This design comes from an exercise in tuning for small area on the open sky130 flow, not from production work.
In this exercise RTL edits were held to simulation tests only and were not proved equivalent to the original.
Power figures rest on the tool's default switching activity, not on a simulated workload.

===== flow/config.mk =====
export PLATFORM = sky130hd
export DESIGN_NAME = hdlc
export DESIGN_NICKNAME = hdlc
export VERILOG_FILES = /design/flow/design.v
export SDC_FILE = /design/flow/constraint.sdc
export NUM_CORES = 4
export LEC_CHECK = 0
export CAP_MARGIN = 10
export CORE_MARGIN = 2
export CORE_UTILIZATION = 60
export GPL_TIMING_DRIVEN = 0
export PLACE_DENSITY = 0.8
export SLEW_MARGIN = 10
export SYNTH_HIERARCHICAL = 1
export SYNTH_MINIMUM_KEEP_SIZE = 0

===== flow/design.v =====
module hdlc_rd3 (
  input  [2:0] s,
  input  [7:0] d0, d1, d2,
  output [7:0] y
);
  assign y = ~((d0 & {8{s[0]}}) | (d1 & {8{s[1]}}) | (d2 & {8{s[2]}}));
endmodule
module hdlc_spmem #(
  parameter DEPTH       = 128,
  parameter DEFAULT_OUT = 1'b1
) (
  input            clk,
  input            rst,
  input      [6:0] add,
  input      [7:0] Data_In,
  output reg [7:0] Data_Out,
  input            WR
);
  localparam NG = (DEPTH + 2) / 3;
  reg  [7:0]      used;             
  wire [3*NG-1:0] sel;              
  wire [8*3*NG-1:0] q;              
  wire [8*NG-1:0] y;                
  reg  [7:0]      rd;
  integer i;
  wire [7:0] wd = WR ? rd : Data_In;
  genvar g;
  generate
    for (g = 0; g < 3*NG; g = g + 1) begin : row
      if (g < DEPTH) begin : m
        reg [7:0] data;
        assign sel[g] = (add == g);
        always @(posedge clk)
          if (sel[g]) data <= wd;
        assign q[8*g +: 8] = data;
      end else begin : e
        assign sel[g] = 1'b0;
        assign q[8*g +: 8] = 8'h00;
      end
    end
    for (g = 0; g < NG; g = g + 1) begin : grp
      hdlc_rd3 rd3 (.s(sel[3*g +: 3]), .d0(q[8*(3*g) +: 8]), .d1(q[8*(3*g+1) +: 8]),
                    .d2(q[8*(3*g+2) +: 8]), .y(y[8*g +: 8]));
    end
  endgenerate
  always @(*) begin
    rd = 8'h00;
    for (i = 0; i < NG; i = i + 1)
      rd = rd | ~y[8*i +: 8];
  end
  always @(posedge clk or posedge rst)
    if (rst)
      used <= 8'd0;
    else if (!WR && ({1'b0, add} == used))
      used <= used + 1'b1;
  always @(posedge clk) begin
    if (!WR)
      Data_Out <= {8{DEFAULT_OUT}};
    else if ({1'b0, add} < used)
      Data_Out <= rd;
    else
      Data_Out <= 8'h00;
  end
endmodule
module hdlc #(
  parameter FCS_TYPE  = 2,
  parameter ADD_WIDTH = 7
) (
  output reg    Tx,
  input         Rx,
  input         TxClkEn,
  input         RxClkEn,
  input         TxEN,
  input         RxEn,
  input         RST_I,
  input         CLK_I,
  input  [2:0]  ADR_I,
  output reg [31:0] DAT_O,
  input  [31:0] DAT_I,
  input         WE_I,
  input         STB_I,
  output reg    ACK_O,
  input         CYC_I,
  output        RTY_O,
  output reg    TAG0_O,
  output reg    TAG1_O
);
  localparam [6:0] MAX_ADDRESS = 7'h7F;
  assign RTY_O = 1'b0;
  reg        ack_0, ack_1, ack_2, ack_3, ack_4;
  reg  [4:0] DATO_0;    
  reg  [4:0] DATO_2;
  reg [31:0] DATO_3;
  reg  [6:0] DATO_4;
  reg        en_0, en_1, en_2, en_3, en_4;
  reg  [2:0] wb_counter;
  reg        rst_count;
  reg        TxEnable, TxAbort, TxFCSen;
  reg  [7:0] TxDataInBuff;
  reg        Txwr;
  reg        RxRd;
  wire       TxDone, Tx_Full, Tx_AbortedTrans_D2;
  wire [6:0] Rx_FrameSize;
  wire       RxRdy_int, Rx_Buff_Overflow, Rx_FrameError_D2, Rx_FCSerr, Rx_AbortSignal_D2;
  wire [7:0] RxDataBuffOut;
  reg        rd3_acc;    
  reg  [7:0] DAT_O_lo;
  always @(*) DAT_O = {DATO_3[31:8] & {24{rd3_acc}}, DAT_O_lo};
  always @(posedge CLK_I) begin
    case (ADR_I)
      3'b000:  DAT_O_lo <= {3'b000, DATO_0};
      3'b010:  DAT_O_lo <= {3'b000, DATO_2};
      3'b011:  DAT_O_lo <= DATO_3[7:0];
      3'b100:  DAT_O_lo <= {1'b0, DATO_4};
      default: DAT_O_lo <= 8'h00;
    endcase
  end
  always @(posedge CLK_I) begin
    if (RST_I) begin
      ACK_O     <= 1'b0;
      rd3_acc   <= 1'b0;
      TAG0_O    <= 1'b0;
      TAG1_O    <= 1'b0;
      en_0      <= 1'b0;
      en_1      <= 1'b0;
      en_2      <= 1'b0;
      en_3      <= 1'b0;
      en_4      <= 1'b0;
      rst_count <= 1'b1;
    end else begin
      TAG0_O  <= TxDone;
      TAG1_O  <= RxRdy_int;
      rd3_acc <= CYC_I && STB_I && (ADR_I == 3'b011);
      if (CYC_I && STB_I) begin
        case (ADR_I)
          3'b000: begin
            ACK_O <= ack_0;
            en_0 <= 1'b1; en_1 <= 1'b0; en_2 <= 1'b0; en_3 <= 1'b0; en_4 <= 1'b0;
            rst_count <= 1'b1;
          end
          3'b001: begin
            ACK_O <= ack_1;
            en_0 <= 1'b0; en_1 <= !ack_1; en_2 <= 1'b0; en_3 <= 1'b0; en_4 <= 1'b0;
            rst_count <= (wb_counter == 3'd4);
          end
          3'b010: begin
            ACK_O <= ack_2;
            en_0 <= 1'b0; en_1 <= 1'b0; en_2 <= 1'b1; en_3 <= 1'b0; en_4 <= 1'b0;
          end
          3'b011: begin
            ACK_O <= ack_3;
            en_0 <= 1'b0; en_1 <= 1'b0; en_2 <= 1'b0; en_3 <= !ack_3; en_4 <= 1'b0;
            rst_count <= (wb_counter == 3'd7);
          end
          3'b100: begin
            ACK_O <= ack_4;
            en_0 <= 1'b0; en_1 <= 1'b0; en_2 <= 1'b0; en_3 <= 1'b0; en_4 <= 1'b1;
          end
          default: begin
            ACK_O <= 1'b1;
            en_0 <= 1'b0; en_1 <= 1'b0; en_2 <= 1'b0; en_3 <= 1'b0; en_4 <= 1'b0;
          end
        endcase
      end else begin
        ACK_O <= 1'b0;
        en_0 <= 1'b0; en_1 <= 1'b0; en_2 <= 1'b0; en_3 <= 1'b0; en_4 <= 1'b0;
      end
    end
  end
  always @(posedge CLK_I) DATO_0 <= {Tx_Full, Tx_AbortedTrans_D2, 2'b00, TxDone};
  always @(posedge CLK_I) begin
    if (RST_I) begin
      ack_0    <= 1'b0;
      TxEnable <= 1'b0;
      TxAbort  <= 1'b0;
      TxFCSen  <= 1'b1;
    end else begin
      ack_0  <= en_0;
      if (en_0 && WE_I) begin
        TxEnable <= DAT_I[1];
        TxAbort  <= DAT_I[2];
        TxFCSen  <= DAT_I[5];
      end
    end
  end
  always @(posedge CLK_I) TxDataInBuff <= DAT_I[8*wb_counter[1:0] +: 8];
  always @(posedge CLK_I) begin
    if (RST_I) begin
      ack_1 <= 1'b0;
      Txwr  <= 1'b0;
    end else begin
      Txwr  <= WE_I && en_1 && !wb_counter[2];
      ack_1 <= WE_I && en_1 && (wb_counter == 3'd3);
    end
  end
  always @(posedge CLK_I) DATO_2 <= {Rx_Buff_Overflow, Rx_AbortSignal_D2, Rx_FrameError_D2, Rx_FCSerr, RxRdy_int};
  always @(posedge CLK_I) begin
    if (RST_I) ack_2 <= 1'b0;
    else       ack_2 <= en_2;
  end
  always @(posedge CLK_I) begin
    if (en_3 && !WE_I && (wb_counter != 3'd0) && (wb_counter <= 3'd5))
      DATO_3 <= {RxDataBuffOut, DATO_3[31:8]};
    else if (!ack_3)
      DATO_3 <= 32'h0;
  end
  always @(posedge CLK_I) begin
    if (RST_I) begin
      ack_3 <= 1'b0;
      RxRd  <= 1'b0;
    end else begin
      RxRd  <= en_3 && !WE_I && (wb_counter <= 3'd2);
      ack_3 <= en_3 && !WE_I && (wb_counter == 3'd5);
    end
  end
  always @(posedge CLK_I) DATO_4 <= Rx_FrameSize;
  always @(posedge CLK_I) begin
    if (RST_I) ack_4 <= 1'b0;
    else       ack_4 <= en_4;
  end
  always @(posedge CLK_I) begin
    if (rst_count)             wb_counter <= 3'd0;
    else if (en_1 || en_3)     wb_counter <= wb_counter + 3'd1;
    else                       wb_counter <= 3'd0;
  end
  wire       Tx_rdy_D1;            
  wire       Tx_AbortedTrans_D1;   
  reg        Tx_WriteByte_D2;      
  reg        Tx_ValidFrame_D2;     
  reg  [7:0] TXD;                  
  reg ts_rdy_ff, Tx_rdy_D2, ts_wr_ff, Tx_WriteByte_D1, ts_ack_i, ts_ack_ff, Tx_ack;
  reg ts_af_ff, Tx_AbortFrame_D1, ts_vf_ff, Tx_ValidFrame_D1, ts_at_ff;
  reg Tx_AbortedTrans_D2_r;
  assign Tx_AbortedTrans_D2 = Tx_AbortedTrans_D2_r;
  always @(posedge CLK_I or posedge RST_I)
    if (RST_I) begin
      ts_rdy_ff <= 1'b0; Tx_rdy_D2 <= 1'b0;
      ts_ack_ff <= 1'b0; Tx_ack <= 1'b0;
      ts_at_ff <= 1'b0; Tx_AbortedTrans_D2_r <= 1'b0;
    end else begin
      Tx_rdy_D2 <= ts_rdy_ff; ts_rdy_ff <= Tx_rdy_D1;
      Tx_ack <= ts_ack_ff; ts_ack_ff <= ts_ack_i;
      Tx_AbortedTrans_D2_r <= ts_at_ff; ts_at_ff <= Tx_AbortedTrans_D1;
    end
  always @(posedge CLK_I or posedge RST_I)
    if (RST_I) begin
      ts_wr_ff <= 1'b0; Tx_WriteByte_D1 <= 1'b0; ts_ack_i <= 1'b0;
      ts_af_ff <= 1'b0; Tx_AbortFrame_D1 <= 1'b0;
      ts_vf_ff <= 1'b0; Tx_ValidFrame_D1 <= 1'b0;
    end else if (TxClkEn) begin
      ts_ack_i <= ts_wr_ff; Tx_WriteByte_D1 <= ts_wr_ff; ts_wr_ff <= Tx_WriteByte_D2;
      Tx_AbortFrame_D1 <= ts_af_ff; ts_af_ff <= TxAbort;
      Tx_ValidFrame_D1 <= ts_vf_ff; ts_vf_ff <= Tx_ValidFrame_D2;
    end
  localparam TB_IDLE = 2'd0, TB_WRITE = 2'd1, TB_READ = 2'd2;
  reg  [1:0] tb_p_state, tb_n_state;
  reg  [6:0] tb_FrameSize, tb_Count;
  reg        tb_WR_i, tb_load_FrSize, tb_en_Count, tb_rst_count;
  reg        TxDataAvail, tb_TxDone;
  reg        Tx_RdBuff;    
  wire [7:0] TxDataOutBuff;
  assign TxDone  = tb_TxDone;
  assign Tx_Full = (tb_Count == MAX_ADDRESS);
  always @(posedge CLK_I or posedge RST_I)
    if (RST_I)             tb_Count <= 7'd0;
    else if (tb_rst_count) tb_Count <= 7'd0;
    else if (tb_en_Count)  tb_Count <= tb_Count + 1'b1;
  always @(posedge CLK_I)
    if (tb_load_FrSize) tb_FrameSize <= tb_Count;
  always @(posedge CLK_I or posedge RST_I)
    if (RST_I) tb_p_state <= TB_IDLE;
    else       tb_p_state <= tb_n_state;
  always @(*) begin
    case (tb_p_state)
      TB_IDLE: begin
        tb_TxDone      = 1'b1;
        TxDataAvail    = 1'b0;
        tb_load_FrSize = 1'b0;
        tb_WR_i        = !Txwr;
        if (Txwr) begin
          tb_n_state   = TB_WRITE;
          tb_en_Count  = 1'b1;
          tb_rst_count = 1'b0;
        end else begin
          tb_n_state   = TB_IDLE;
          tb_en_Count  = 1'b0;
          tb_rst_count = 1'b1;
        end
      end
      TB_WRITE: begin
        tb_TxDone   = 1'b0;
        TxDataAvail = 1'b0;
        tb_WR_i     = !Txwr;
        tb_en_Count = Txwr;
        if (TxEnable || (tb_Count == MAX_ADDRESS)) begin
          tb_n_state     = TB_READ;
          tb_load_FrSize = 1'b1;
          tb_rst_count   = 1'b1;
        end else begin
          tb_n_state     = TB_WRITE;
          tb_load_FrSize = 1'b0;
          tb_rst_count   = 1'b0;
        end
      end
      TB_READ: begin
        tb_WR_i        = 1'b1;
        tb_en_Count    = Tx_RdBuff;
        tb_load_FrSize = 1'b0;
        TxDataAvail    = 1'b1;
        if (tb_Count == tb_FrameSize) begin
          tb_TxDone    = 1'b1;
          tb_n_state   = TB_IDLE;
          tb_rst_count = 1'b1;
        end else begin
          tb_TxDone    = 1'b0;
          tb_n_state   = TB_READ;
          tb_rst_count = 1'b0;
        end
      end
      default: begin
        tb_WR_i        = 1'b1;
        tb_en_Count    = 1'b0;
        tb_load_FrSize = 1'b0;
        TxDataAvail    = 1'b0;
        tb_TxDone      = 1'b0;
        tb_rst_count   = 1'b1;
        tb_n_state     = tb_p_state;
      end
    endcase
  end
  hdlc_spmem #(.DEPTH(128), .DEFAULT_OUT(1'b0)) TxMem (
    .clk(CLK_I), .rst(RST_I), .add(tb_Count), .Data_In(TxDataInBuff),
    .Data_Out(TxDataOutBuff), .WR(tb_WR_i));
  localparam TF_IDLE = 4'd0, TF_READ = 4'd1, TF_WRITE = 4'd2, TF_WAIT = 4'd3,
             TF_SETZ1 = 4'd4, TF_WRITEZ1 = 4'd5, TF_SETZ2 = 4'd6, TF_WAIT2 = 4'd7,
             TF_WAIT_STATE1 = 4'd8, TF_WAIT_STATE2 = 4'd9, TF_WAIT_STATE3 = 4'd10;
  reg [15:0] tf_FCS;
  reg [3:0]  tf_state;
  wire [15:0] tf_crc_data = crc16_d8(TxDataOutBuff, tf_FCS);
  wire [15:0] tf_crc_ones = crc16_d8(8'hFF, tf_FCS);
  reg [15:0] tf_FCS_n;
  reg [7:0]  TXD_n;
  always @(*) begin
    tf_FCS_n = tf_FCS;
    TXD_n    = TXD;
    case (tf_state)
      TF_IDLE: begin
        tf_FCS_n = 16'hFFFF;
        TXD_n    = 8'h00;
      end
      TF_READ: begin
        tf_FCS_n = tf_crc_data;
        TXD_n    = TxDataOutBuff;
      end
      TF_WAIT: begin
        if (TxDataAvail) begin
          TXD_n = TxDataOutBuff;
        end else begin
          TXD_n    = 8'hFF;
          tf_FCS_n = TxFCSen ? tf_crc_ones : 16'hFFFF;
        end
      end
      TF_SETZ1: begin
        tf_FCS_n = tf_crc_ones;
        TXD_n    = 8'hFF;
      end
      TF_SETZ2: begin
        if (Tx_rdy_D2)
          TXD_n = ~{tf_FCS[8], tf_FCS[9], tf_FCS[10], tf_FCS[11],
                    tf_FCS[12], tf_FCS[13], tf_FCS[14], tf_FCS[15]};
        else
          TXD_n = 8'hFF;
      end
      TF_WAIT2: begin
        if (Tx_rdy_D2)
          TXD_n = ~{tf_FCS[0], tf_FCS[1], tf_FCS[2], tf_FCS[3],
                    tf_FCS[4], tf_FCS[5], tf_FCS[6], tf_FCS[7]};
        else
          TXD_n = 8'hFF;
      end
      default: ;
    endcase
  end
  always @(posedge CLK_I) begin
    tf_FCS <= tf_FCS_n;
    TXD    <= TXD_n;
  end
  always @(posedge CLK_I or posedge RST_I) begin
    if (RST_I) begin
      Tx_ValidFrame_D2 <= 1'b0;
      Tx_WriteByte_D2  <= 1'b0;
      Tx_RdBuff        <= 1'b0;
      tf_state         <= TF_IDLE;
    end else begin
      case (tf_state)
        TF_IDLE: begin
          Tx_ValidFrame_D2 <= TxDataAvail;
          Tx_WriteByte_D2  <= 1'b0;
          if (Tx_rdy_D2) begin
            tf_state  <= TF_READ;
            Tx_RdBuff <= 1'b1;
          end else begin
            tf_state  <= TF_IDLE;
            Tx_RdBuff <= 1'b0;
          end
        end
        TF_READ: begin
          Tx_ValidFrame_D2 <= 1'b1;
          Tx_WriteByte_D2  <= 1'b1;
          Tx_RdBuff        <= 1'b0;
          tf_state         <= TF_WAIT_STATE1;
        end
        TF_WAIT_STATE1: begin
          if (!Tx_rdy_D2) tf_state <= TF_WAIT;
        end
        TF_WAIT: begin
          Tx_ValidFrame_D2 <= 1'b1;
          Tx_WriteByte_D2  <= 1'b0;
          if (TxDataAvail) begin
            if (Tx_rdy_D2) begin
              Tx_RdBuff <= 1'b1;
              tf_state  <= TF_READ;
            end else begin
              Tx_RdBuff <= 1'b0;
              tf_state  <= TF_WAIT;
            end
          end else begin
            Tx_RdBuff <= 1'b0;
            if (TxFCSen) begin
              tf_state <= TF_SETZ1;
            end else begin
              tf_state <= TF_IDLE;
            end
          end
        end
        TF_SETZ1: begin
          Tx_ValidFrame_D2 <= 1'b1;
          Tx_WriteByte_D2  <= 1'b0;
          Tx_RdBuff        <= 1'b0;
          tf_state         <= TF_SETZ2;
        end
        TF_SETZ2: begin
          Tx_ValidFrame_D2 <= 1'b1;
          Tx_RdBuff        <= 1'b0;
          if (Tx_rdy_D2) begin
            Tx_WriteByte_D2 <= 1'b1;
            tf_state <= TF_WAIT_STATE2;
          end else begin
            Tx_WriteByte_D2 <= 1'b0;
            tf_state        <= TF_SETZ2;
          end
        end
        TF_WAIT_STATE2: begin
          if (!Tx_rdy_D2) tf_state <= TF_WAIT2;
        end
        TF_WAIT2: begin
          Tx_ValidFrame_D2 <= 1'b1;
          Tx_RdBuff        <= 1'b0;
          if (Tx_rdy_D2) begin
            Tx_WriteByte_D2 <= 1'b1;
            tf_state <= TF_WAIT_STATE3;
          end else begin
            Tx_WriteByte_D2 <= 1'b0;
            tf_state        <= TF_WAIT2;
          end
        end
        TF_WAIT_STATE3: begin
          if (!Tx_rdy_D2) tf_state <= TF_IDLE;
        end
        default: ;
      endcase
    end
  end
  reg [3:0] tc_a_counter;
  reg       tc_a_state;
  reg [2:0] tc_f_state;
  reg [4:0] tc_f_counter;
  reg       tc_enable;        
  reg       tc_BackendEnable, tc_Frame, tc_AbortTrans;
  reg       zi_inProgress;
  always @(posedge CLK_I or posedge RST_I) begin
    if (RST_I) begin
      tc_AbortTrans <= 1'b0;
      tc_a_counter  <= 4'd0;
      tc_enable     <= 1'b1;
      tc_a_state    <= 1'b0;
    end else if (TxClkEn) begin
      if (TxEN) begin
        case (tc_a_state)
          1'b0: begin
            if (Tx_AbortedTrans_D1 || Tx_AbortFrame_D1) begin
              tc_a_state   <= 1'b1;
              tc_a_counter <= 4'd0;
            end
            tc_AbortTrans <= 1'b0;
          end
          1'b1: begin
            if (tc_a_counter == 4'd8) begin
              tc_a_counter <= 4'd0;
              if (!Tx_AbortedTrans_D1 && !Tx_AbortFrame_D1) begin
                tc_a_state    <= 1'b0;
                tc_AbortTrans <= 1'b0;
              end else begin
                tc_AbortTrans <= 1'b1;
              end
            end else begin
              tc_a_counter <= tc_a_counter + 4'd1;
            end
          end
        endcase
      end
      tc_enable <= TxEN;
    end
  end
  always @(posedge CLK_I or posedge RST_I) begin
    if (RST_I) begin
      tc_Frame         <= 1'b0;
      tc_f_state       <= 3'b000;
      tc_f_counter     <= 5'd0;
      tc_BackendEnable <= 1'b0;
    end else if (TxClkEn && TxEN) begin
      case (tc_f_state)
        3'b000: begin
          tc_Frame <= 1'b0;
          if (Tx_ValidFrame_D1) begin
            tc_f_state       <= 3'b001;
            tc_BackendEnable <= 1'b1;
          end else begin
            tc_BackendEnable <= 1'b0;
          end
          tc_f_counter <= 5'd0;
        end
        3'b001: begin
          if (tc_f_counter > 5'd1 && !zi_inProgress) begin
            tc_f_state <= 3'b010;
            tc_Frame   <= 1'b1;
          end else begin
            tc_Frame <= 1'b0;
          end
          if (!zi_inProgress) tc_f_counter <= tc_f_counter + 5'd1;
          tc_BackendEnable <= 1'b1;
        end
        3'b010: begin
          tc_Frame <= 1'b1;
          if (!Tx_ValidFrame_D1) begin
            tc_f_state       <= 3'b011;
            tc_BackendEnable <= 1'b0;
          end else begin
            tc_BackendEnable <= 1'b1;
          end
          tc_f_counter <= 5'd0;
        end
        3'b011: begin
          if (tc_f_counter > 5'd2 && !zi_inProgress) tc_f_state <= 3'b100;
          tc_Frame <= 1'b1;
          if (!zi_inProgress) tc_f_counter <= tc_f_counter + 5'd1;
          tc_BackendEnable <= 1'b0;
        end
        3'b100: begin
          if (tc_f_counter == 5'd10) begin
            tc_f_counter <= 5'd0;
            tc_f_state   <= 3'b000;
            tc_Frame     <= 1'b0;
          end else begin
            tc_f_counter <= tc_f_counter + 5'd1;
            tc_Frame     <= 1'b1;
          end
          tc_BackendEnable <= 1'b0;
        end
        default: ;
      endcase
    end
  end
  reg [7:0]  zi_data_reg;
  reg        zi_flag, zi_delay_TX, zi_TXD;
  reg [15:0] zi_tmp_reg;
  reg [3:0]  zi_counter;
  reg        zi_b_state, zi_rdy, zi_abortedTrans;
  reg [15:0] zi_tmp_n;
  reg [3:0]  zi_cnt_n;
  reg        zi_ones;
  assign Tx_rdy_D1          = zi_rdy;
  assign Tx_AbortedTrans_D1 = zi_abortedTrans;
  always @(posedge CLK_I or posedge RST_I) begin
    if (RST_I) begin
      zi_tmp_reg    <= 16'h0000;
      zi_counter    <= 4'd0;
      zi_flag       <= 1'b1;
      zi_TXD        <= 1'b1;
      zi_delay_TX   <= 1'b1;
      zi_inProgress <= 1'b0;
    end else if (TxClkEn && TxEN) begin
      zi_ones = &zi_tmp_reg[4:0];
      zi_delay_TX <= zi_tmp_reg[0];
      zi_TXD      <= zi_delay_TX;
      zi_tmp_n = zi_tmp_reg;
      zi_cnt_n = zi_counter;
      if (zi_ones) begin
        zi_tmp_n[4:0] = {1'b0, zi_tmp_reg[4:1]};
      end else begin
        zi_tmp_n = {1'b0, zi_tmp_reg[15:1]};
        zi_cnt_n = zi_counter + 4'd1;
      end
      if (zi_cnt_n == 4'd8) begin
        zi_cnt_n = 4'd0;
        zi_flag       <= 1'b1;
        zi_inProgress <= 1'b0;
        zi_tmp_n[15:8] = zi_data_reg;
      end else begin
        zi_inProgress <= 1'b1;
        zi_flag       <= 1'b0;
      end
      zi_tmp_reg <= zi_tmp_n;
      zi_counter <= zi_cnt_n;
    end
  end
  always @(posedge CLK_I or posedge RST_I) begin
    if (RST_I) begin
      zi_b_state      <= 1'b0;
      zi_data_reg     <= 8'h00;
      zi_rdy          <= 1'b0;
      zi_abortedTrans <= 1'b0;
    end else if (TxClkEn && TxEN) begin
      if (tc_BackendEnable) begin
        case (zi_b_state)
          1'b0: begin
            if (zi_flag) begin
              zi_b_state  <= 1'b1;
              zi_rdy      <= 1'b1;
              zi_data_reg <= 8'h00;
            end
          end
          1'b1: begin
            if (Tx_WriteByte_D1) begin
              zi_b_state  <= 1'b0;
              zi_rdy      <= 1'b0;
              zi_data_reg <= TXD;
            end else if (zi_flag) begin
              zi_b_state      <= 1'b0;
              zi_rdy          <= 1'b0;
              zi_data_reg     <= 8'h00;
              zi_abortedTrans <= 1'b1;
            end
          end
        endcase
      end else begin
        zi_rdy          <= 1'b0;
        zi_b_state      <= 1'b0;
        zi_abortedTrans <= 1'b0;
      end
    end
  end
  reg [7:0] fi_transmit_reg;
  reg       fi_state;
  always @(posedge CLK_I or posedge RST_I) begin
    if (RST_I) begin
      fi_transmit_reg <= 8'hFF;
      fi_state        <= 1'b0;
      Tx              <= 1'b1;
    end else if (TxClkEn) begin
      if (TxEN) begin
        case (fi_state)
          1'b0: begin
            Tx <= fi_transmit_reg[0];
            if (tc_Frame && !tc_AbortTrans) begin
              fi_state        <= 1'b1;
              fi_transmit_reg <= 8'b01111110;
            end else begin
              fi_transmit_reg <= {1'b1, fi_transmit_reg[7:1]};
            end
          end
          1'b1: begin
            Tx <= fi_transmit_reg[0];
            if (tc_AbortTrans) begin
              fi_transmit_reg <= 8'b11111110;
              fi_state        <= 1'b0;
            end else if (!tc_Frame) begin
              fi_transmit_reg <= 8'b01111110;
              fi_state        <= 1'b0;
            end else begin
              fi_transmit_reg <= {zi_TXD, fi_transmit_reg[7:1]};
            end
          end
        endcase
      end else begin
        Tx <= 1'b1;
      end
    end
  end
  reg       fd_FlagDetect, fd_Abort, fd_RXD, fd_RXEn_O;
  reg [7:0] fd_ShiftReg, fd_Enable_Reg;
  always @(posedge CLK_I or posedge RST_I) begin
    if (RST_I) begin
      fd_FlagDetect <= 1'b0;
      fd_Abort      <= 1'b0;
      fd_RXD        <= 1'b0;
      fd_ShiftReg   <= 8'h00;
      fd_RXEn_O     <= 1'b1;
      fd_Enable_Reg <= 8'hFF;
    end else if (RxClkEn) begin
      fd_FlagDetect <= !fd_ShiftReg[0] && (&fd_ShiftReg[6:1]) && !fd_ShiftReg[7];
      fd_Abort      <= !fd_ShiftReg[0] && (&fd_ShiftReg[7:1]);
      fd_ShiftReg   <= {Rx, fd_ShiftReg[7:1]};
      fd_RXD        <= fd_ShiftReg[0];
      fd_RXEn_O     <= fd_Enable_Reg[0];
      fd_Enable_Reg <= {RxEn, fd_Enable_Reg[7:1]};
    end
  end
  reg [2:0] rc_counter, rc_FlagCounter;
  reg       rc_FrameStatus, rc_FlagInit;
  reg [7:0] rc_FrameStatusReg;
  reg       rc_enable, rc_initzero, Rx_ValidFrame_D1, Rx_FrameError_D1, Rx_AbortSignal_D1;
  reg [2:0] rc_fc_n;
  reg       rc_fs_n, rc_fi_n;
  reg       zd_aval;
  always @(posedge CLK_I or posedge RST_I) begin
    if (RST_I) begin
      rc_enable         <= 1'b0;
      rc_FrameStatus    <= 1'b0;
      Rx_ValidFrame_D1  <= 1'b0;
      Rx_AbortSignal_D1 <= 1'b0;
      rc_counter        <= 3'd0;
      rc_FlagInit       <= 1'b0;
      rc_initzero       <= 1'b0;
      rc_FrameStatusReg <= 8'h00;
      Rx_FrameError_D1  <= 1'b0;
      rc_FlagCounter    <= 3'd0;
    end else if (RxClkEn) begin
      rc_fc_n = rc_FlagCounter;
      rc_fs_n = rc_FrameStatus;
      rc_fi_n = rc_FlagInit;
      if (fd_FlagDetect) begin
        rc_fi_n = 1'b1;
        rc_fs_n = 1'b0;
        rc_fc_n = 3'd0;
        Rx_AbortSignal_D1 <= 1'b0;
      end
      if (rc_fi_n) begin
        if (rc_fc_n == 3'd7) begin
          rc_fs_n = 1'b1;
          rc_fc_n = 3'd0;
          rc_initzero <= 1'b1;
          rc_fi_n = 1'b0;
        end else begin
          rc_fc_n = rc_fc_n + 3'd1;
          rc_initzero <= 1'b0;
        end
      end else begin
        rc_initzero <= 1'b0;
      end
      if (fd_Abort) begin
        rc_fs_n = 1'b0;
        Rx_AbortSignal_D1 <= 1'b1;
      end
      Rx_ValidFrame_D1  <= rc_FrameStatusReg[0];
      rc_FrameStatusReg <= {rc_fs_n, rc_FrameStatusReg[7:1]};
      if (fd_RXEn_O) begin
        if (rc_fs_n) begin
          if (zd_aval) begin
            rc_enable        <= 1'b1;
            rc_counter       <= 3'd0;
            Rx_FrameError_D1 <= 1'b0;
          end else begin
            if (rc_counter == 3'd5) begin
              rc_enable        <= 1'b0;
              rc_counter       <= 3'd0;
              Rx_FrameError_D1 <= 1'b1;
            end else begin
              rc_enable        <= 1'b1;
              rc_counter       <= rc_counter + 3'd1;
              Rx_FrameError_D1 <= 1'b0;
            end
          end
        end else begin
          Rx_FrameError_D1 <= 1'b0;
          rc_enable        <= 1'b0;
        end
      end else begin
        Rx_FrameError_D1 <= 1'b0;
        rc_enable        <= 1'b0;
      end
      rc_FlagCounter <= rc_fc_n;
      rc_FrameStatus <= rc_fs_n;
      rc_FlagInit    <= rc_fi_n;
    end
  end
  reg [7:0] zd_DataRegister, zd_tempRegister, RxD;
  reg       zd_flag, zd_status, zd_rdy_var, Rx_rdy_D1;
  reg [2:0] zd_counter;
  reg [5:0] zd_checkreg;
  reg [2:0] zd_cnt_n;
  reg [5:0] zd_cr_n;
  reg       zd_zd, zd_st_n, zd_rv_n;
  reg       Rx_Readbyte_D1;
  wire [2:0] zd_cnt_cur     = rc_initzero ? 3'd0 : zd_counter;
  wire [5:0] zd_checkreg_n  = rc_initzero ? {fd_RXD, 5'b00000} : {fd_RXD, zd_checkreg[5:1]};
  reg  [7:0] zd_tr_cur;
  always @(*) begin
    zd_tr_cur = zd_tempRegister;
    zd_tr_cur[zd_cnt_cur] = fd_RXD;
  end
  always @(posedge CLK_I or posedge RST_I) begin
    if (RST_I) begin
      zd_counter      <= 3'd0;
      zd_flag         <= 1'b0;
      zd_checkreg     <= 6'd0;
    end else if (RxClkEn && rc_enable) begin
      zd_cnt_n = zd_counter;
      if (!rc_initzero) begin
        zd_cr_n = {fd_RXD, zd_checkreg[5:1]};
      end else begin
        zd_cr_n = {fd_RXD, 5'b00000};
        zd_cnt_n = 3'd0;
      end
      zd_zd = !zd_cr_n[5] && (&zd_cr_n[4:0]);
      if (zd_zd) begin
        zd_flag <= 1'b0;
      end else begin
        if (zd_cnt_n == 3'd7) begin
          zd_cnt_n = 3'd0;
          zd_flag <= 1'b1;
        end else begin
          zd_cnt_n = zd_cnt_n + 3'd1;
          zd_flag <= 1'b0;
        end
      end
      zd_counter      <= zd_cnt_n;
      zd_checkreg     <= zd_cr_n;
    end
  end
  always @(posedge CLK_I)
    if (RxClkEn && rc_enable) begin
      zd_tempRegister <= zd_tr_cur;
      if (!(!zd_checkreg_n[5] && (&zd_checkreg_n[4:0])) && (zd_cnt_cur == 3'd7))
        zd_DataRegister <= zd_tr_cur;
    end
  always @(posedge CLK_I)
    if (RxClkEn && rc_enable && zd_flag) RxD <= zd_DataRegister;
  always @(posedge CLK_I or posedge RST_I) begin
    if (RST_I) begin
      zd_status  <= 1'b0;
      zd_aval    <= 1'b1;
      zd_rdy_var <= 1'b0;
      Rx_rdy_D1  <= 1'b0;
    end else if (RxClkEn) begin
      zd_st_n = zd_status;
      zd_rv_n = zd_rdy_var;
      if (rc_enable && zd_flag) begin
        zd_st_n = 1'b1;
        zd_rv_n = 1'b1;
      end
      if (Rx_Readbyte_D1) begin
        zd_st_n = 1'b0;
        zd_rv_n = 1'b0;
      end
      Rx_rdy_D1 <= zd_rv_n;
      if (!Rx_ValidFrame_D1) zd_aval <= 1'b1;
      else                   zd_aval <= !zd_st_n;
      zd_status  <= zd_st_n;
      zd_rdy_var <= zd_rv_n;
    end
  end
  reg rs_rdy_ff, Rx_rdy_D2, rs_rd_ff, rs_vf_ff, Rx_ValidFrame_D2, rs_ab_ff, rs_fe_ff;
  reg Rx_AbortSignal_D2_r, Rx_FrameError_D2_r;
  reg Rx_Readbyte_D2;    
  assign Rx_AbortSignal_D2 = Rx_AbortSignal_D2_r;
  assign Rx_FrameError_D2  = Rx_FrameError_D2_r;
  always @(posedge CLK_I or posedge RST_I)
    if (RST_I) begin
      rs_rdy_ff <= 1'b0; Rx_rdy_D2 <= 1'b0;
      rs_vf_ff <= 1'b0; Rx_ValidFrame_D2 <= 1'b0;
      rs_ab_ff <= 1'b0; Rx_AbortSignal_D2_r <= 1'b0;
      rs_fe_ff <= 1'b0; Rx_FrameError_D2_r <= 1'b0;
    end else begin
      Rx_rdy_D2 <= rs_rdy_ff; rs_rdy_ff <= Rx_rdy_D1;
      Rx_ValidFrame_D2 <= rs_vf_ff; rs_vf_ff <= Rx_ValidFrame_D1;
      Rx_AbortSignal_D2_r <= rs_ab_ff; rs_ab_ff <= Rx_AbortSignal_D1;
      Rx_FrameError_D2_r <= rs_fe_ff; rs_fe_ff <= Rx_FrameError_D1;
    end
  always @(posedge CLK_I or posedge RST_I)
    if (RST_I) begin
      rs_rd_ff <= 1'b0; Rx_Readbyte_D1 <= 1'b0;
    end else if (RxClkEn) begin
      Rx_Readbyte_D1 <= rs_rd_ff; rs_rd_ff <= Rx_Readbyte_D2;
    end
  localparam RF_IDLE = 2'd0, RF_RUN = 2'd1, RF_READ = 2'd2, RF_EOF = 2'd3;
  reg [1:0]  rf_p_state, rf_n_state;
  reg [15:0] rf_FCS, rf_FCS_value;
  reg        rf_WrBuff_i, rf_EOF_i, rf_FCSerr;
  reg [7:0]  Rx_DataBuff;
  reg        Rx_WrBuff, Rx_EOF;
  wire [15:0] rf_crc_next = crc16_d8(RxD, rf_FCS);
  assign Rx_FCSerr = rf_FCSerr;
  always @(posedge CLK_I) begin
    rf_FCS      <= rf_FCS_value;
    Rx_DataBuff <= RxD;
  end
  always @(posedge CLK_I or posedge RST_I) begin
    if (RST_I) begin
      rf_p_state  <= RF_IDLE;
      Rx_WrBuff   <= 1'b0;
      Rx_EOF      <= 1'b0;
    end else begin
      rf_p_state  <= rf_n_state;
      Rx_WrBuff   <= rf_WrBuff_i;
      Rx_EOF      <= rf_EOF_i;
    end
  end
  always @(*) begin
    case (rf_p_state)
      RF_IDLE: begin
        rf_FCSerr      = 1'b0;
        rf_WrBuff_i    = 1'b0;
        rf_FCS_value   = 16'hFFFF;
        Rx_Readbyte_D2 = 1'b0;
        rf_EOF_i       = 1'b0;
        rf_n_state     = Rx_ValidFrame_D2 ? RF_RUN : RF_IDLE;
      end
      RF_RUN: begin
        rf_FCSerr      = 1'b0;
        rf_WrBuff_i    = 1'b0;
        Rx_Readbyte_D2 = 1'b0;
        rf_FCS_value   = rf_FCS;
        if (Rx_ValidFrame_D2) begin
          rf_EOF_i   = 1'b0;
          rf_n_state = Rx_rdy_D2 ? RF_READ : RF_RUN;
        end else begin
          rf_n_state = RF_EOF;
          rf_EOF_i   = 1'b1;
        end
      end
      RF_EOF: begin
        rf_n_state     = RF_IDLE;
        Rx_Readbyte_D2 = 1'b0;
        rf_WrBuff_i    = 1'b0;
        rf_FCSerr      = TxFCSen && (rf_FCS != 16'h1D0F);
        rf_FCS_value   = 16'hFFFF;
        rf_EOF_i       = 1'b0;
      end
      default: begin   
        rf_FCSerr = 1'b0;
        rf_EOF_i  = 1'b0;
        if (Rx_rdy_D2) begin
          rf_n_state     = RF_READ;
          rf_FCS_value   = rf_FCS;
          rf_WrBuff_i    = 1'b0;
          Rx_Readbyte_D2 = 1'b1;
        end else begin
          rf_n_state     = RF_RUN;
          rf_FCS_value   = rf_crc_next;
          rf_WrBuff_i    = 1'b1;
          Rx_Readbyte_D2 = 1'b0;
        end
      end
    endcase
  end
  localparam RB_IDLE = 2'd0, RB_WRITE = 2'd1, RB_READ = 2'd2;
  reg  [6:0] rb_Count, rb_FrameSize;
  reg  [1:0] rb_p_state, rb_n_state;
  reg        rb_load_FrSize, rb_en_Count, rb_rst_count, rb_WR_i;
  reg        rb_Overflow_i, rb_RxRdy_i, rb_Overflow, rb_RxRdy;
  assign Rx_FrameSize     = rb_FrameSize;
  assign RxRdy_int        = rb_RxRdy;
  assign Rx_Buff_Overflow = rb_Overflow;
  always @(posedge CLK_I or posedge RST_I)
    if (RST_I)             rb_Count <= 7'd0;
    else if (rb_rst_count) rb_Count <= 7'd0;
    else if (rb_en_Count)  rb_Count <= rb_Count + 1'b1;
  always @(posedge CLK_I or posedge RST_I)
    if (RST_I)               rb_FrameSize <= 7'd0;
    else if (rb_load_FrSize) rb_FrameSize <= rb_Count - FCS_TYPE;
  always @(posedge CLK_I or posedge RST_I)
    if (RST_I) begin
      rb_p_state  <= RB_IDLE;
      rb_Overflow <= 1'b0;
      rb_RxRdy    <= 1'b0;
    end else begin
      rb_p_state  <= rb_n_state;
      rb_Overflow <= rb_Overflow_i;
      rb_RxRdy    <= rb_RxRdy_i;
    end
  always @(*) begin
    case (rb_p_state)
      RB_WRITE: begin
        rb_Overflow_i = (rb_Count == MAX_ADDRESS);
        rb_WR_i       = !Rx_WrBuff;
        rb_en_Count   = Rx_WrBuff;
        if (Rx_EOF || (rb_Count == MAX_ADDRESS)) begin
          rb_RxRdy_i     = 1'b1;
          rb_n_state     = RB_READ;
          rb_load_FrSize = 1'b1;
          rb_rst_count   = 1'b1;
        end else begin
          rb_RxRdy_i     = 1'b0;
          rb_n_state     = RB_WRITE;
          rb_load_FrSize = 1'b0;
          rb_rst_count   = 1'b0;
        end
      end
      RB_READ: begin
        rb_WR_i        = 1'b1;
        rb_en_Count    = RxRd;
        rb_load_FrSize = 1'b0;
        if (rb_Count == rb_FrameSize) begin
          rb_Overflow_i = 1'b0;
          rb_RxRdy_i    = 1'b0;
          rb_n_state    = RB_IDLE;
          rb_rst_count  = 1'b1;
        end else begin
          if (Rx_WrBuff) begin
            rb_Overflow_i = 1'b1;
            rb_n_state    = RB_WRITE;
            rb_rst_count  = 1'b1;
          end else begin
            rb_Overflow_i = 1'b0;
            rb_n_state    = RB_READ;
            rb_rst_count  = 1'b0;
          end
          rb_RxRdy_i = 1'b1;
        end
      end
      default: begin   
        rb_RxRdy_i     = 1'b0;
        rb_load_FrSize = 1'b0;
        rb_WR_i        = !Rx_WrBuff;
        rb_Overflow_i  = 1'b0;
        if (Rx_WrBuff) begin
          rb_n_state   = RB_WRITE;
          rb_en_Count  = 1'b1;
          rb_rst_count = 1'b0;
        end else begin
          rb_n_state   = RB_IDLE;
          rb_en_Count  = 1'b0;
          rb_rst_count = 1'b1;
        end
      end
    endcase
  end
  hdlc_spmem #(.DEPTH(127), .DEFAULT_OUT(1'b1)) RxMem (
    .clk(CLK_I), .rst(RST_I), .add(rb_Count), .Data_In(Rx_DataBuff),
    .Data_Out(RxDataBuffOut), .WR(rb_WR_i));
  function [15:0] crc16_d8(input [7:0] D, input [15:0] C);
    begin
      crc16_d8[0]  = D[4] ^ D[0] ^ C[8]  ^ C[12];
      crc16_d8[1]  = D[5] ^ D[1] ^ C[9]  ^ C[13];
      crc16_d8[2]  = D[6] ^ D[2] ^ C[10] ^ C[14];
      crc16_d8[3]  = D[7] ^ D[3] ^ C[11] ^ C[15];
      crc16_d8[4]  = D[4] ^ C[12];
      crc16_d8[5]  = D[5] ^ D[4] ^ D[0] ^ C[8] ^ C[12] ^ C[13];
      crc16_d8[6]  = D[6] ^ D[5] ^ D[1] ^ C[9] ^ C[13] ^ C[14];
      crc16_d8[7]  = D[7] ^ D[6] ^ D[2] ^ C[10] ^ C[14] ^ C[15];
      crc16_d8[8]  = D[7] ^ D[3] ^ C[0] ^ C[11] ^ C[15];
      crc16_d8[9]  = D[4] ^ C[1] ^ C[12];
      crc16_d8[10] = D[5] ^ C[2] ^ C[13];
      crc16_d8[11] = D[6] ^ C[3] ^ C[14];
      crc16_d8[12] = D[7] ^ D[4] ^ D[0] ^ C[4] ^ C[8] ^ C[12] ^ C[15];
      crc16_d8[13] = D[5] ^ D[1] ^ C[5] ^ C[9] ^ C[13];
      crc16_d8[14] = D[6] ^ D[2] ^ C[6] ^ C[10] ^ C[14];
      crc16_d8[15] = D[7] ^ D[3] ^ C[7] ^ C[11] ^ C[15];
    end
  endfunction
endmodule

===== flow/flow/run.sh =====
#!/bin/bash
# The standard layout (standard.sh, with the standard synthesis), with
# three knobs changed through make variables:
#  - the buffers that synthesis (ABC) inserted are removed at floorplan, so
#    that the resizer buffers only the nets that need it;
#  - ports are buffered with the smallest buffer;
#  - the clock tree uses clkbuf_16 sink clusters of up to 30 flip-flops
#    within 60 um, and no dummy loads.
# The make output goes to flow_make.log; each ORFS step writes its own log
# under orfs/logs/.
set -euo pipefail
cd "$(dirname "$0")/.."
bash standard.sh \
  REMOVE_ABC_BUFFERS=1 \
  "BUFFER_PORTS_ARGS=-buffer_cell sky130_fd_sc_hd__buf_1" \
  "CTS_ARGS=-sink_clustering_enable -repair_clock_nets -sink_clustering_size 30 -sink_clustering_max_diameter 60 -buf_list sky130_fd_sc_hd__clkbuf_16 -dont_use_dummy_load" \
  finish > flow_make.log 2>&1

===== flow/constraint.sdc =====
create_clock -name core_clock -period 10.0 [get_ports {CLK_I}]
set_input_delay 2.0000 -clock core_clock [delete_from_list [all_inputs] [get_ports {CLK_I}]]
set_output_delay 2.0000 -clock core_clock [all_outputs]
set_load 0.01 [all_outputs]

===== flow/standard.sh =====
#!/bin/bash
# synth_recipe.tcl (not shown) runs the flow's synth.tcl, then flattens the netlist and writes it again
# the make line also repeats each setting of config.mk as NAME=value (left out here)
make -C /OpenROAD-flow-scripts/flow DESIGN_CONFIG=/design/flow/config.mk WORK_HOME=/design/flow/orfs CLKGATE_MAP_FILE= SYNTH_SCRIPT=/design/flow/synth_recipe.tcl "${@:-finish}"

==> results of run 1 <==
[cell type report]
type | count | area [um^2]
Sequential cell | 2408 | 70600
Multi-Input combinational cell | 2245 | 16800
Timing Repair Buffer | 160 | 1690
Tap cell | 1917 | 2400
Inverter | 64 | 248
Clock buffer | 115 | 2880
Fill cell | 9386 | 51300
[cells in the final DEF, fill, tap and decap left out, types with 9 or more instances in the layout]
cell type / instances
sky130_fd_sc_hd__edfxtp_1: 2143
sky130_fd_sc_hd__a222oi_1: 688
sky130_fd_sc_hd__nor2_1: 215
sky130_fd_sc_hd__nand4_1: 187
sky130_fd_sc_hd__nand2_1: 175
sky130_fd_sc_hd__dfrtp_1: 165
sky130_fd_sc_hd__nor2_2: 138
sky130_fd_sc_hd__clkbuf_16: 115
sky130_fd_sc_hd__buf_1: 79
sky130_fd_sc_hd__dfxtp_1: 78
sky130_fd_sc_hd__o21ai_0: 68
sky130_fd_sc_hd__inv_1: 62
sky130_fd_sc_hd__and2_1: 60
sky130_fd_sc_hd__a21oi_1: 56
sky130_fd_sc_hd__xnor2_1: 55
sky130_fd_sc_hd__nor3_1: 54
sky130_fd_sc_hd__nand3_1: 53
sky130_fd_sc_hd__xor2_1: 50
sky130_fd_sc_hd__ha_1: 50
sky130_fd_sc_hd__mux2_2: 43
sky130_fd_sc_hd__nor4_1: 37
sky130_fd_sc_hd__buf_12: 36
sky130_fd_sc_hd__conb_1: 28
sky130_fd_sc_hd__nand2b_1: 25
sky130_fd_sc_hd__nor2b_1: 24
sky130_fd_sc_hd__dfstp_2: 22
sky130_fd_sc_hd__buf_4: 21
sky130_fd_sc_hd__and3_1: 20
sky130_fd_sc_hd__a22o_1: 17
sky130_fd_sc_hd__a31oi_1: 15
sky130_fd_sc_hd__buf_16: 15
sky130_fd_sc_hd__o211ai_1: 12
sky130_fd_sc_hd__nand3b_1: 10
sky130_fd_sc_hd__o221ai_1: 10
sky130_fd_sc_hd__mux4_2: 9
[power by group]
part	switching, W	internal, W
Combinational	0.00116	0.000562
Clock	0.00279	0.00204
Sequential	0.000170	0.0117
Total	0.00412	0.0143
[Yosys stat by module (local to each module, per instance), a selection]
module | copies in the design | flops+latches | area, um^2 | cells inside
hdlc_rd3 | 86 | 0 | 90.1 | 10
hdlc | 1 | 336 | 14700 | 1286
[worst max-delay path, stage by stage, from the launching register on]
cell and delay (ns):
sky130_fd_sc_hd__dfrtp_1 0.76, sky130_fd_sc_hd__nor2b_1 0.37, sky130_fd_sc_hd__nand3_1 0.75, sky130_fd_sc_hd__nor2_1 1.24, sky130_fd_sc_hd__a222oi_1 0.31, sky130_fd_sc_hd__nand4_1 0.34
sky130_fd_sc_hd__nor4_1 0.17, sky130_fd_sc_hd__and3_1 0.33, sky130_fd_sc_hd__nor2_4 0.60, sky130_fd_sc_hd__buf_16 0.26, sky130_fd_sc_hd__buf_12 0.22
[final timing paths]
| kind | end | startpoint | cells past startpoint | slack (ns) |
|---|---|---|---|---|
| hold reg to reg | Tx_AbortedTrans_D2_r | ts_at_ff | 0 | 0.30 |
| setup reg to reg | RxMem.row[85].m.data[2] | rb_Count[3] | 10 | 4.37 |
| min in group asynchronous | TxMem.used[7] | RST_I | 2 | 1.63 |
| hold / removal | Tx_AbortedTrans_D2_r | ts_at_ff | 0 | 0.30 |
| max in group asynchronous | tc_f_state[2] | RST_I | 3 | 7.42 |
| setup / recovery | RxMem.row[85].m.data[2] | rb_Count[3] | 10 | 4.37 |
[layer usage]
layer | vias to the layer above | track usage
li1 | 20800 | -
met1 | 24200 | 0.323
met2 | 2396 | 0.377
met3 | 377 | 0.0401
met4 | 4 | 0.0867
met5 | - | 0
[per-stage QoR]
| stage | power (W) | utilization | TNS (ns) |
|---|---|---|---|
| after global placement | 0.0136 | 0.616 | -1783.73 |
| after CTS | 0.0185 | 0.645 | 0 |
| final | 0.0185 | 0.649 | 0 |
| after floorplan | 0.0131 | - | 0 |
| after global routing | 0.0190 | 0.649 | 0 |
| after detailed placement | 0.0138 | 0.625 | 0 |
[logic make-up (layout without fill, tap and decap cells)]
| kind of cell | count (synthesis) | in the layout | share of synthesized area |
|---|---|---|---|
| flops | 2408 | 2408 | 0.799 |
| simple gates | 1046 | 1046 | 0.0593 |
| compound gates | 957 | 957 | 0.0981 |
| buf+inv | 321 | 339 | 0.0175 |
| xor+xnor | 105 | 105 | 0.0104 |
| mux | 59 | 59 | 0.00856 |
| fa+ha+maj | 50 | 50 | 0.00708 |
| other cells | 3 | 28 | 0.000127 |
==> results.txt, run 1 <==
Run status
The flow ran to the end and the layout has no timing, DRC or antenna violations.

Placement
The total instance count after detailed placement is 6,768. The routability congestion estimate from global placement is 0.827. The post-DP HPWL is 114,000 um. OpenSTA, run right after detailed placement, puts the worst setup slack at around 4.7 ns. The instance area at placement is 0.0913 mm^2.

The count of input and output buffers is 80.

Drt
The number of vias after detailed routing is 47.8k. The met3 routed wirelength is 15,600 um. The detailed router used layers up to and including met5. The routed design uses 87,800 um of met2 wire. The initial DRC count is just under 8k. Wires add up to 180,000 um. The number of antenna-violating nets in the routed design is 0. The total DRC errors in the routed layout is 0. The met1 wire length is 69,600 um.

Dividing the detail-routed via count by the number of cells gives around 7. The number of iterations in the first detailed-routing pass is 11. After detailed routing, the average wire length per cell comes to 26.1 um.

Clock network
Counting along the longest clock path gives a buffer depth of 3. The H-tree was split into 3 levels. The number of resized instances in the post-cts repair step is 0.

The clock input transition at the sequential cells of the worst setup and hold paths is 0.08 ns. The number of setup buffers added after CTS is 0. The number of hold-repair buffers added at the cts stage is 0.

The number of clock sinks is 2,408. The clock tree from TritonCTS is yes. The clock root buffer master is sky130_fd_sc_hd__clkbuf_16. The TritonCTS buffer count is 115. At the later pin of the worst-skew pair, clock insertion delay measures 0.83 ns.

Synthesis
Counting flops and latches in the post-synthesis netlist gives 2,408. The count of yosys warnings during synthesis is 9. The largest area contributor in the synthesized netlist is sky130_fd_sc_hd__edfxtp_1. Ranked by instance count, the synthesized netlist is headed by sky130_fd_sc_hd__edfxtp_1, sky130_fd_sc_hd__a222oi_1, sky130_fd_sc_hd__nor2_1.

The synthesized netlist occupies a cell area of 0.0884 mm^2. sky130_fd_sc_hd__edfxtp_1 is the most common cell in the netlist. Yosys mapped a number of flops with a built-in enable equal to 2,143. For this run, the register share of the synthesized area comes to 0.799. The leading register cell type out of synthesis is sky130_fd_sc_hd__edfxtp_1.

The count of distinct cell types in the synthesized netlist is 90. Of the post-synthesis cell area, the dominant cell type holds 0.728. In the post-synthesis netlist, the biggest area contributors are sky130_fd_sc_hd__edfxtp_1, sky130_fd_sc_hd__a222oi_1, sky130_fd_sc_hd__dfrtp_1.

The proportion of register bits with asynchronous set or reset after synthesis is 0.0777. The mean cell area of the mapped netlist is 17.9 um^2. After technology mapping, the gate count stands at approximately 4.9k.

Layout
The top register by number of flip-flops is TxMem.row.m.data. The largest registers in the layout are TxMem.row.m.data: 1024 flops, RxMem.row.m.data: 1016 flops, DATO_3: 32 flops. The register with the most flip-flops in the layout has 1,024 of them. The final instance area is about 0.095 mm^2. After the last flow step, the layout net total stands at 5,089. The repair_antennas step left the layout with diodes totalling 0. The area growth from synthesis to layout is 7.07%.

The fraction of layout instances using a drive strength above 1 is 0.0905. The final cell count without fillers is 6,909.

Power
For this design the static power due to leakage is roughly 30 nW. The maximum resistive drop on vdd is 0.227 mV. For this design the ratio of total power to cell area is between 150 and 200 mW/mm^2.

STA
Final hold analysis gives a worst-case slack of 0.301 ns. The number of max-slew violations in the final report was 0. Subtracting the final worst setup slack from the clock period gives 5.63 ns. The final clock skew is 0.182 ns. Setup repair after global routing left no endpoint under its margin. The worst path meets setup with between 4 and 5 ns of slack. The max-slew headroom at the worst pin is 0.138.

The number of failing hold endpoints at the final stage is 0. Of the available clock period, the critical path in the final layout requires 0.563. The highest attainable clock frequency is 0.178 GHz. Setup violations remaining at the end of the flow were counted as 0.

The transition time at the pin with the least slew margin is between 1 and 1.5 ns.

Floorplanning
The number of core rows is 140. The initial cell density of the core is 0.606. The top-level I/O count is a little over 80. The total area inside the core boundary comes to 0.146 mm^2. The floorplan step defined a die boundary enclosing 0.150 mm^2. The height of the chip is 388 um. The width of the die is 388 um.

GRT
The global route total overflow is 0. The via count of the first global-routing pass is 45.7k. The first global-routing pass estimated around 270,000 um of wire.

Across every metal layer, demand over resource in global routing totals 0.233. The largest net degree at the start of global routing is approximately 120. The initial antenna violation count came to 6.

Worst setup path
The nature of the critical path endpoint is a register. STA classifies the critical path startpoint as a register. Along the worst path, the maximum fanout reaches 44. For the worst setup path, the data required time is 10.51 ns. The critical path start-end classification is register to register.

The arrival time at the worst endpoint is 6.14 ns.

Min path
The class of the tightest hold or removal check is register to register.

Flow run
The number of max-capacitance violations reported is 0.
==> inputs of run 2 (changes only) <==
--- a/flow/design.v
+++ b/flow/design.v
@@ -7,2 +7,10 @@
 endmodule
+module hdlc_wsel (
+  input        WR,
+  input  [7:0] rd,
+  input  [7:0] Data_In,
+  output [7:0] wd
+);
+  assign wd = WR ? rd : Data_In;
+endmodule
 module hdlc_spmem #(
@@ -25,3 +33,4 @@
   integer i;
-  wire [7:0] wd = WR ? rd : Data_In;
+  localparam NW = 4;
+  wire [8*NW-1:0] wd;
   genvar g;
@@ -33,3 +42,3 @@
         always @(posedge clk)
-          if (sel[g]) data <= wd;
+          if (sel[g]) data <= wd[8*(g*NW/DEPTH) +: 8];
         assign q[8*g +: 8] = data;
@@ -40,2 +49,5 @@
     end
+    for (g = 0; g < NW; g = g + 1) begin : wsel
+      hdlc_wsel ws (.WR(WR), .rd(rd), .Data_In(Data_In), .wd(wd[8*g +: 8]));
+    end
     for (g = 0; g < NG; g = g + 1) begin : grp
==> results.txt, run 2 <==
Run status
Status: complete, no violations (unchanged).

STA
The max-slew headroom at the worst pin is 0.137 (was 0.138). Setup repair after global routing missed its margin: no (unchanged). The highest attainable clock frequency is 0.178 GHz (about the same). The setup TNS is 0 ns (unchanged). The setup-violating endpoint count in the final report is 0 (unchanged).

The final clock skew is 0.151 ns (was 0.182 ns). The final cycle utilization of the critical path is 0.562 (was 0.563). The number of max-slew violations in the final report came to 0 (unchanged). The transition time at the pin with the least slew margin is 1.29 ns (about the same). The clock period minus worst slack came to 5.62 ns (was 5.63 ns). The number of failing hold endpoints at the final stage is 0 (unchanged).

Layout
The most frequent standard cell in the layout excluding fill and tap cells is sky130_fd_sc_hd__edfxtp_1 (unchanged). The count of nets after finishing was 5,083 (was 5,089). The fraction of layout instances using a drive strength above 1 was 0.0874 (was 0.0905). The combined area of the multi-input logic cells is 0.0175 mm^2 (was 0.0168 mm^2). The number of inserted filler cells in the final layout came to 9,581 (was 9,386). The register cell area after layout is 0.0706 mm^2 (unchanged).

The top register by number of flip-flops is TxMem.row.m.data (unchanged). The final instance area is 0.0944 mm^2 (was 0.0946 mm^2). The area growth from synthesis to layout is 5.78% (was 7.07%). Leading registers by flop count: TxMem.row.m.data: 1024 flops, RxMem.row.m.data: 1016 flops, DATO_3: 32 flops (unchanged). The flip-flop count of the largest register after layout is 1,024 (unchanged). Commonest cells after routing, fill and taps aside: sky130_fd_sc_hd__edfxtp_1, sky130_fd_sc_hd__a222oi_1, sky130_fd_sc_hd__nor2_1 (unchanged).

GRT
The initial antenna violation count came to 16 (was 6). The first-pass GRT wire length is 285,000 um (was 273,000 um). The global route total overflow is 0 (unchanged). The via count of the first global-routing pass is 45.6k (was 45.7k). The largest net degree at the start of global routing is 94 (was 123). The all-layer global routing usage was 0.247 (was 0.233).

Clock network
The number of buffers on the longest clock path came to 3 (unchanged). The number of H-tree levels is 3 (unchanged). The clock input transition at the sequential cells of the worst setup and hold paths is 0.08 ns (about the same). The number of clock sinks is 2,408 (unchanged). The number of setup buffers added after CTS is 0 (unchanged). The number of hold-repair buffers added at the cts stage came to 0 (unchanged). The clock tree from TritonCTS is yes (unchanged).

The clock root buffer master is sky130_fd_sc_hd__clkbuf_16 (unchanged). The TritonCTS buffer count was 120 (was 115). The number of resized instances in the post-cts repair step came to 0 (unchanged). The clock latency of the later-clocked register in the worst-skew pair is 0.83 ns (about the same).

Drt
The routed wire length is 192,000 um (was 180,000 um). The average routed wire per standard cell was 27.7 um (was 26.1 um). The total DRC errors in the routed layout is 0 (unchanged).

The number of iterations in the first detailed-routing pass is 11 (unchanged). The number of antenna-violating nets in the routed design is 0 (unchanged). The via density per instance is 7.04 (was 6.91).

The number of vias after detailed routing is 48.7k (was 47.8k). The initial DRC count was 8,954 (was 7,923).

Synthesis
The leading register cell type out of synthesis is sky130_fd_sc_hd__edfxtp_1 (unchanged). The largest area contributor in the synthesized netlist is sky130_fd_sc_hd__edfxtp_1 (unchanged). The mean cell area of the mapped netlist came to 17.9 um^2 (about the same). The post-synthesis cell count is 4,990 (was 4,949). Cell types with the highest counts after synthesis: sky130_fd_sc_hd__edfxtp_1, sky130_fd_sc_hd__a222oi_1, sky130_fd_sc_hd__nor2_1 (unchanged). The most used standard cell by instance count after synthesis is sky130_fd_sc_hd__edfxtp_1 (unchanged). The count of yosys warnings during synthesis is 9 (unchanged). The register area share after synthesis is 0.791 (was 0.799). The number of enable-type register cells in the synthesized netlist came to 2,143 (unchanged). The fraction of post-synthesis cell area in the top cell type by area is 0.721 (was 0.728). Dominant cells by area after synthesis: sky130_fd_sc_hd__edfxtp_1, sky130_fd_sc_hd__a222oi_1, sky130_fd_sc_hd__dfrtp_1 (unchanged). The post-synthesis register bit count is 2,408 (unchanged). The cell area after synthesis came to 0.0893 mm^2 (was 0.0884 mm^2). The proportion of register bits with asynchronous set or reset after synthesis is 0.0777 (unchanged). The count of distinct cell types in the synthesized netlist is 85 (was 90).

Floorplanning
The floorplan die area is 0.152 mm^2 (was 0.150 mm^2). The number of core rows came to 141 (was 140). The top-level I/O count is 82 (unchanged). The standard cell core area was 0.148 mm^2 (was 0.146 mm^2). The height of the chip is 390 um (was 388 um).

The initial cell density of the core is 0.605 (was 0.606). The width of the die is 390 um (was 388 um).

Worst setup path
The minimum setup slack among reg-to-reg paths is 4.38 ns (was 4.37 ns). The required time reported for the critical path endpoint is 10.37 ns (was 10.51 ns). The maximum fanout along the worst path is 32 (was 44). The nature of the critical path endpoint is a register (unchanged). The critical path startpoint category is a register (unchanged). The critical path start-end classification was register to register (unchanged). The arrival time at the worst endpoint is 6.00 ns (was 6.14 ns). The depth of the most critical reg-to-reg path came to 8 (was 10).

Placement
The instance area at placement is 0.0909 mm^2 (was 0.0913 mm^2). The routability congestion estimate from global placement was 0.885 (was 0.827). The count of input and output buffers is 80 (unchanged).

The post-DP HPWL is 121,000 um (was 114,000 um).

Min path
The cell count of the worst hold path came to 0 (unchanged). The class of the tightest hold or removal check was register to register (unchanged).

Power
The maximum resistive drop on vdd is 0.168 mV (was 0.227 mV). The leakage power of the design came to 27.0 nW (was 29.4 nW). The power per cell area is 197 mW/mm^2 (was 195 mW/mm^2).

Flow run
The number of max-capacitance violations reported was 0 (unchanged).
-- run 2: worst paths after layout --
| check | end | from |
|---|---|---|
| max in group asynchronous | fd_Enable_Reg[0] | RST_I |
| min reg2reg | Rx_rdy_D2 | rs_rdy_ff |
| max reg2reg | TxMem.row[56].m.data[1] | tb_Count[1] |
| min in group asynchronous | RxMem.used[4] | RST_I |
| max | TxMem.row[56].m.data[1] | tb_Count[1] |
| min | Rx_rdy_D2 | rs_rdy_ff |
-- run 2: area by class of cell --
| cell class | instances | share of cell area |
|---|---|---|
| diodes | 3 | 0.0000795 |
| clock buffers | 120 | 0.0318 |
| inverters | 71 | 0.00290 |
| multi-input cells | 2275 | 0.185 |
| flip-flops and latches | 2408 | 0.748 |
| well taps | 1930 | 0.0256 |
| repair buffers | 112 | 0.00684 |
-- run 2: where the power goes --
part           total (W)  internal (W)  leakage (nW)  switching, W
sequential        0.0119        0.0118          19.3      0.000175
combinational    0.00170      0.000454          6.30       0.00124
clock            0.00496       0.00212          1.48       0.00284
total             0.0186        0.0143          27.0       0.00426
-- run 2: Yosys stat by module, one instance, submodules excluded, a selection --
module	cells	area, um^2
hdlc	1286	14700
hdlc_wsel	9	131
hdlc_rd3	10	90.1
-- run 2: layer usage --
layer / part of all wire / global-route usage
met5: 0.00046 / 0
met4: 0.028 / 0.0636
met3: 0.13 / 0.0582
met2: 0.46 / 0.373
met1: 0.39 / 0.368
-- run 2: through the flow --
| step | utilization | cells | power, W | hold WS (ns) | worst slack (ns) |
|---|---|---|---|---|---|
| after floorplan | - | 4754 | 0.0131 | 0.324 | 3.19 |
| after global placement | 0.614 | 6764 | 0.0137 | 0.328 | 0.523 |
| after detailed placement | 0.616 | 6773 | 0.0138 | 0.333 | 4.89 |
| after CTS | 0.636 | 6893 | 0.0186 | 0.354 | 4.83 |
| after global routing | 0.639 | 6916 | 0.0191 | 0.357 | 4.32 |
| final | 0.639 | 6919 | 0.0186 | 0.353 | 4.38 |
-- run 2: cell families (layout without fill, tap and decap cells) --
family / Yosys count / after routing / synth area share
compound gates: 957 / 957 / 0.0972
flops: 2408 / 2408 / 0.791
mux: 123 / 123 / 0.0192
xor+xnor: 105 / 105 / 0.0103
simple gates: 1012 / 1012 / 0.0568
buf+inv: 332 / 303 / 0.0182
other cells: 3 / 31 / 0.000126
fa+ha+maj: 50 / 50 / 0.00701
-- run 2: critical path: stages, from the launching register on --
cell                       delay (ns)
sky130_fd_sc_hd__dfrtp_1         0.69
sky130_fd_sc_hd__nor2_1          0.24
sky130_fd_sc_hd__nand2_1         0.74
sky130_fd_sc_hd__nor2_1          0.55
sky130_fd_sc_hd__a222oi_1        0.63
sky130_fd_sc_hd__nand4_1         0.27
sky130_fd_sc_hd__nor4_1          0.97
sky130_fd_sc_hd__nand3_1         0.53
sky130_fd_sc_hd__mux2_4          0.57

-- re-timing with driven ports --
No port has a modelled driver above. Below, the same layouts with a new extraction and two added sets of constraints. Step 1 (the two cells are an assumption about what drives the block):
set clk [get_ports {CLK_I}]
set_driving_cell -lib_cell sky130_fd_sc_hd__clkbuf_16 $clk
set_driving_cell -lib_cell sky130_fd_sc_hd__buf_2 [delete_from_list [all_inputs] $clk]
Step 2 also shifts input and output timing later by t, the mid clock arrival at the registers, as if the neighbouring blocks saw the same clock. a / b / c = no drivers / after step 1 / after step 2; a / b = the first two.
run	shift t [ns]	setup slack, ns	worst setup path at the end
run 1	0.819	4.367 / 4.367 / 4.367	register to register
run 2	0.847	4.379 / 4.379 / 4.379	register to register
After both steps every run listed still meets setup and hold.
